This design comes from an exercise in tuning for small area and a short achievable clock period on the open sky130 flow, not from production work. In this exercise RTL edits were held to simulation tests only and were not proved equivalent to the original. No activity file was given, so power comes from the tool's default toggle rates.

File: flow/constraint.sdc
create_clock -name core_clock -period 10.0 [get_ports {aclk}]
set_input_delay 2.0000 -clock core_clock [delete_from_list [all_inputs] [get_ports {aclk}]]
set_output_delay 2.0000 -clock core_clock [all_outputs]
set_load 0.01 [all_outputs]
File: flow/run.sh
#!/bin/bash
# synth_recipe.tcl (not shown) runs the flow's synth.tcl, then flattens the netlist and writes it again
# the make line also repeats each setting of config.mk as NAME=value (left out here)
make -C /OpenROAD-flow-scripts/flow DESIGN_CONFIG=/design/flow/config.mk WORK_HOME=/design/flow/orfs CLKGATE_MAP_FILE= SYNTH_SCRIPT=/design/flow/synth_recipe.tcl finish
File: flow/config.mk
export PLATFORM = sky130hd
export DESIGN_NAME = fir_filter
export DESIGN_NICKNAME = fir_filter
export VERILOG_FILES = /design/flow/design.v
export SDC_FILE = /design/flow/constraint.sdc
export NUM_CORES = 4
export LEC_CHECK = 0
export CAP_MARGIN = 20
export CORE_MARGIN = 2
export CORE_UTILIZATION = 40
export SLEW_MARGIN = 20
File: flow/design.v
module fir_filter #(
    parameter coeff_width = 16,
    parameter input_width = 16,
    parameter output_width = 16,
    parameter internal_width = 16
) (    
    input                                   aclk,
    input[input_width-1:0]                  s_axis_tdata,
    input                                   s_axis_tlast,
    input                                   s_axis_tvalid,
    output                                  s_axis_tready,
    output[output_width-1:0]                m_axis_tdata,
    output reg                              m_axis_tlast,
    output reg                              m_axis_tvalid,
    input                                   m_axis_tready,
    input                                   rst_i,    
    input signed[coeff_width-1:0]           b0_i,
    input signed[coeff_width-1:0]           b1_i,
    input signed[coeff_width-1:0]           b2_i,
    input signed[coeff_width-1:0]           b3_i,
    input signed[coeff_width-1:0]           b4_i,
    input signed[coeff_width-1:0]           b5_i,
    input signed[coeff_width-1:0]           b6_i,
    input signed[coeff_width-1:0]           b7_i,
    input signed[coeff_width-1:0]           b8_i,
    input signed[coeff_width-1:0]           b9_i,
    input signed[coeff_width-1:0]           b10_i,
    input signed[coeff_width-1:0]           b11_i,
    input signed[coeff_width-1:0]           b12_i,
    input signed[coeff_width-1:0]           b13_i,
    input signed[coeff_width-1:0]           b14_i,
    input signed[coeff_width-1:0]           b15_i,
    input signed[coeff_width-1:0]           b16_i,
    input signed[coeff_width-1:0]           b17_i,
    input signed[coeff_width-1:0]           b18_i,
    input signed[coeff_width-1:0]           b19_i,
    input signed[coeff_width-1:0]           b20_i,
    input signed[coeff_width-1:0]           b21_i,
    input signed[coeff_width-1:0]           b22_i,
    input signed[coeff_width-1:0]           b23_i,
    input signed[coeff_width-1:0]           b24_i,
    input signed[coeff_width-1:0]           b25_i,
    input signed[coeff_width-1:0]           b26_i,
    input signed[coeff_width-1:0]           b27_i,
    input signed[coeff_width-1:0]           b28_i,
    input signed[coeff_width-1:0]           b29_i,
    input signed[coeff_width-1:0]           b30_i
);
    reg signed[internal_width-1:0] pipe0, pipe1, pipe2, pipe3, pipe4, pipe5, pipe6, pipe7, pipe8, pipe9, pipe10, 
                                pipe11, pipe12, pipe13, pipe14, pipe15, pipe16, pipe17, pipe18, pipe19, pipe20,
                                pipe21, pipe22, pipe23, pipe24, pipe25, pipe26, pipe27, pipe28, pipe29, pipe30;
    reg signed[internal_width + internal_width:0] acc0, acc1, acc2, acc3, acc4, acc5, acc6, acc7, acc8, acc9, acc10, 
                                                acc11, acc12, acc13, acc14, acc15, acc16, acc17, acc18, acc19, acc20,
                                                acc21, acc22, acc23, acc24, acc25, acc26, acc27, acc28, acc29, acc30;
    assign s_axis_tready = 1'b1;
    reg valid_d, last_d;
    always @(posedge aclk) begin
        if(rst_i) begin
            valid_d <= 0;
            last_d <= 0;
            m_axis_tvalid <= 0;
            m_axis_tlast <= 0;
        end
        else begin
            valid_d <= s_axis_tvalid;
            last_d <= s_axis_tlast;
            m_axis_tvalid <= valid_d;
            m_axis_tlast <= last_d;
        end
    end
    always @(posedge aclk) begin
        if(rst_i) begin 
            pipe0 <= 0;
            pipe1 <= 0;
            pipe2 <= 0;
            pipe3 <= 0;
            pipe4 <= 0;
            pipe5 <= 0;
            pipe6 <= 0;
            pipe7 <= 0;
            pipe8 <= 0;
            pipe9 <= 0;
            pipe10 <= 0;
            pipe11 <= 0;
            pipe12 <= 0;
            pipe13 <= 0;
            pipe14 <= 0;
            pipe15 <= 0;
            pipe16 <= 0;
            pipe17 <= 0;
            pipe18 <= 0;
            pipe19 <= 0;
            pipe20 <= 0;
            pipe21 <= 0;
            pipe22 <= 0;
            pipe23 <= 0;
            pipe24 <= 0;
            pipe25 <= 0;
            pipe26 <= 0;
            pipe27 <= 0;
            pipe28 <= 0;
            pipe29 <= 0;
            pipe30 <= 0;
        end
        else if(s_axis_tvalid) begin
            pipe0 <= s_axis_tdata;
            pipe1 <= pipe0;
            pipe2 <= pipe1;
            pipe3 <= pipe2;
            pipe4 <= pipe3;
            pipe5 <= pipe4;
            pipe6 <= pipe5;
            pipe7 <= pipe6;
            pipe8 <= pipe7;
            pipe9 <= pipe8;
            pipe10 <= pipe9;
            pipe11 <= pipe10;
            pipe12 <= pipe11;
            pipe13 <= pipe12;
            pipe14 <= pipe13;
            pipe15 <= pipe14;
            pipe16 <= pipe15;
            pipe17 <= pipe16;
            pipe18 <= pipe17;
            pipe19 <= pipe18;
            pipe20 <= pipe19;
            pipe21 <= pipe20;
            pipe22 <= pipe21;
            pipe23 <= pipe22;
            pipe24 <= pipe23;
            pipe25 <= pipe24;
            pipe26 <= pipe25;
            pipe27 <= pipe26;
            pipe28 <= pipe27;
            pipe29 <= pipe28;
            pipe30 <= pipe29;
        end
    end
    always @(posedge aclk) begin
        acc0 <= b0_i * pipe0;
        acc1 <= b1_i * pipe1;
        acc2 <= b2_i * pipe2;
        acc3 <= b3_i * pipe3;
        acc4 <= b4_i * pipe4;
        acc5 <= b5_i * pipe5;
        acc6 <= b6_i * pipe6;
        acc7 <= b7_i * pipe7;
        acc8 <= b8_i * pipe8;
        acc9 <= b9_i * pipe9;
        acc10 <= b10_i * pipe10;
        acc11 <= b11_i * pipe11;
        acc12 <= b12_i * pipe12;
        acc13 <= b13_i * pipe13;
        acc14 <= b14_i * pipe14;
        acc15 <= b15_i * pipe15;
        acc16 <= b16_i * pipe16;
        acc17 <= b17_i * pipe17;
        acc18 <= b18_i * pipe18;
        acc19 <= b19_i * pipe19;
        acc20 <= b20_i * pipe20;
        acc21 <= b21_i * pipe21;
        acc22 <= b22_i * pipe22;
        acc23 <= b23_i * pipe23;
        acc24 <= b24_i * pipe24;
        acc25 <= b25_i * pipe25;
        acc26 <= b26_i * pipe26;
        acc27 <= b27_i * pipe27;
        acc28 <= b28_i * pipe28;
        acc29 <= b29_i * pipe29;
        acc30 <= b30_i * pipe30;
    end
    assign m_axis_tdata = acc0 + acc1 + acc2 + acc3 + acc4 + acc5 + acc6 + acc7 + acc8 + acc9 + acc10 
                        + acc11 + acc12 + acc13 + acc14 + acc15 + acc16 + acc17 + acc18 + acc19 + acc20
                        + acc21 + acc22 + acc23 + acc24 + acc25 + acc26 + acc27 + acc28 + acc29 + acc30; 
endmodule
==> results.json <==
{
  "status": "no timing/DRC/antenna violations",
  "synthesis.nets": 23800,
  "min_from": "valid_d$_SDFF_PP0_",
  "tritoncts": "yes",
  "gp_congestion": 0.9114,
  "portBuffers": 533,
  "layout_common_cells": "inv_1 (4395), fa_1 (2857), nand2_1 (2344)",
  "avgSynthCellArea_um2": 8.978,
  "worstRegToRegCells": 19,
  "syn_inst": 18500,
  "synthToLayoutAreaGrowth_pct": 9.092,
  "overflow": 0,
  "worstMarginPinSlew_ns": 1.076,
  "clk_latency_ns": 0.89,
  "die_w_um": 648.4,
  "pwr-share-seq": 0.323,
  "min_to": "m_axis_tvalid$_SDFF_PP0_",
  "pwr-share-comb": 0.250,
  "timing.setup.tns_ns": 0,
  "wl_um": 470500,
  "hold_violations": 0,
  "ff2ff_setup_slack_ns": 3.92,
  "power_density_nw_per_um2": 70.00,
  "coreArea_um2": 413400,
  "max_cap_viol_count": 0,
  "cts_max_level": 4,
  "dp_hpwl_um": 387000,
  "antenna_found_initial": 113,
  "mappedNetlistArea_um2": 166100,
  "critPathArrivalTime_ns": 7.70,
  "crit_required_ns": 8.00,
  "power.leakage_uw": 0.09335,
  "die_area_um2": 420400,
  "cts.clk_slew.worst_paths_ns": 0.06,
  "final_nets": 23860,
  "drv_slew": 0,
  "fin_crit_sh": 0.9701,
  "async_reset_ff_frac": 0,
  "drc": 0,
  "finalInstanceArea_um2": 181200,
  "avgViaCountPerCell": 4.825,
  "cts_buffers": 144,
  "grt.total_usage": 0.2291,
  "skew_ns": 0.1002,
  "path_max_fanout": 4,
  "grt_pass1_vias": 125300,
  "hold_path_depth": 1,
  "yosysWarnings": 1,
  "ys.flop_type": "dfxtp_1",
  "vias": 116800,
  "grt_pass1_wl_um": 739700,
  "synth-seq-cells": 996,
  "period_minus_slack_ns": 9.701,
  "wire_per_inst_um": 19.43,
  "die_h_um": 648.4,
  "startpoint_type": "register",
  "worst_hold_slack_ns": 0.4342,
  "setup_violations": 0,
  "regToRegStartpoint": "pipe29[1]$_SDFFE_PP0P_",
  "pin_count": 536,
  "end_kind": "primary output",
  "synth_edf_count": 0,
  "clockPowerShare": 0.428,
  "clock_path_buffers": 4,
  "internal_power_uw": 8406,
  "cts_sinks": 996,
  "ant_nets": 0,
  "cts_root_buf": "clkbuf_16",
  "grt_max_degree": 163,
  "critPathKind": "register to primary output",
  "rows": 236,
  "ir_worst_vdd_mv": 0.1667,
  "drtPass1Iterations": 7,
  "final_util": 0.4383,
  "drive_gt1_frac": 0.01773,
  "max_slew_margin": 0.2826,
  "reg2reg_to": "acc29[15]$_DFF_P_",
  "layout_commonest_cell": "inv_1",
  "fmax_mhz": 103.1,
  "switching_share": 0.3373,
  "yosysUniqueCellTypes": 48,
  "place_area_um2": 176100,
  "first_iter_violations": 5718,
  "yosysSeqAreaShare": 0.1201,
  "rsz0062_at_grt": "yes",
  "initial_core_util": 0.4018,
  "p_sw_uw": 4278,
  "hp-class": "register to register"
}
==> what timing repair did <==
action / CTS / global route
gates cloned: 0 / 0
gates resized for setup: 11 / 13
hold endpoints to repair: 0 / 0
buffers inserted: 0 / 0
setup endpoints to repair: 4 / 6
pin swaps: 0 / 10
hold buffers: 0 / 0
==> cells in the mapped netlist, drive strengths merged, types with 19 or more instances <==
cell type,instances,area [µm²]
dfxtp,996,19940
clkbuf,563,2122
nand2,2344,8798
o21ai,88,444.2
a41oi,28,245.2
o21bai,31,232.7
nor2b,89,556.8
nand3,55,275.3
buf,90,432.9
nor3,40,200.2
a31o,19,166.4
a21o,94,705.7
ha,1922,24050
fa,2858,57210
and2,1982,12400
mux2i,496,4965
xnor2,1115,9766
xor2,257,2251
inv,4398,16510
a21oi,269,1354
nor2,619,2323
o21a,27,202.7
==> worst max-delay path, stage by stage (launching register included) <==
cell             delay, ns
dfxtp_1               0.30
inv_1                 0.05
fa_1                  0.54
inv_1                 0.06
fa_1                  0.54
inv_1                 0.11
fa_1                  0.56
inv_1                 0.06
fa_1                  0.49
inv_1                 0.05
fa_1                  0.58
fa_1                  0.45
fa_1                  0.47
fa_1                  0.49
inv_1                 0.05
ha_1                  0.21
or4_1                 0.54
nand4_1               0.12
and4b_4               0.29
a21oi_4               0.08
a31oi_4               0.26
xnor2_4               0.22
clkdlybuf4s15_1       0.30
==> power groups by stage <==
stage | combinational [µW] | sequential (µW) | clock, µW
after floorplan | 1450 | 4140 | 0
after global placement | 3160 | 4180 | 0
after detailed placement | 3140 | 4180 | 0
after CTS | 3200 | 4090 | 5590
after global routing | 3390 | 4100 | 5710
final | 3170 | 4090 | 5420
==> kinds of logic (layout without fill, tap and decap cells) <==
logic type	count (synthesis)	in the layout	synth area share
DFF	996	996	0.1201
AOI/OAI and AO/OA	616	616	0.02346
and+or+nand+nor	5188	5188	0.1502
adders and majority gates	4780	4780	0.4893
buffers and inverters	5051	5216	0.1148
muxes	496	496	0.02989
xor gates and xnor gates	1372	1372	0.07235
other	1	78	0.00002258
==> metal layers <==
layer  track usage  part of all wire
met1        0.2857              0.42
met2        0.3981              0.49
met3       0.03324             0.052
met4       0.08958             0.042
met5             0           0.00069
==> metrics by stage <==
step                      std cells  total power [µW]  setup slack, ns
after detailed placement      23890              7322           0.3253
after CTS                     24140             12890          0.02287
final                         24220             12680           0.2991
after floorplan               18500              5596            1.660
after global placement        23890              7334           0.3390
after global routing          24200             13200      0.000007105
==> final cells by class <==
type | instances | area (µm²)
clock inverter | 74 | 913.4
tap | 5474 | 6849
timing repair buffer | 565 | 5672
fill | 40670 | 232200
inverter | 4398 | 16510
multi-input combinational | 12450 | 127100
clock buffer | 179 | 3976
sequential | 996 | 19940
antenna | 77 | 192.7
==> worst max-delay path by stage <==
stage	start	end	cells after the start
finish	acc21[7]$_DFF_P_	m_axis_tdata[15]	22
CTS	acc21[2]$_DFF_P_	m_axis_tdata[14]	27
global placement	acc21[7]$_DFF_P_	m_axis_tdata[15]	23
detailed placement	acc21[7]$_DFF_P_	m_axis_tdata[15]	23
floorplan	acc21[2]$_DFF_P_	m_axis_tdata[14]	25
global route	acc21[2]$_DFF_P_	m_axis_tdata[14]	27

==> what the ideal ports hide <==
How much do the figures lean on ideal ports? The routed layout below was timed once more, with nothing changed but the port constraints. Step 1, drivers: a clkbuf_16 drives aclk and a buf_2 each remaining input, both assumed. Step 2 moves the port delays by t, midway between the first and last clock arrival at a register: inputs arrive t later, outputs are due t later. That takes back most of the time a late clock gives input paths. a / b / c = ideal / step 1 / step 2; a / b = the first two.
t (ns): 0.950
slack for setup (ns): 0.299 / 0.191 / 1.142
clock arrival spread, ns: 0.101 / 0.101
worst data-port slew with drivers (ns): 0.41
After both steps this run still meets setup and hold. For this run, drivers alone change the setup slack by -0.108 ns; drivers and shift together by +0.843 ns.
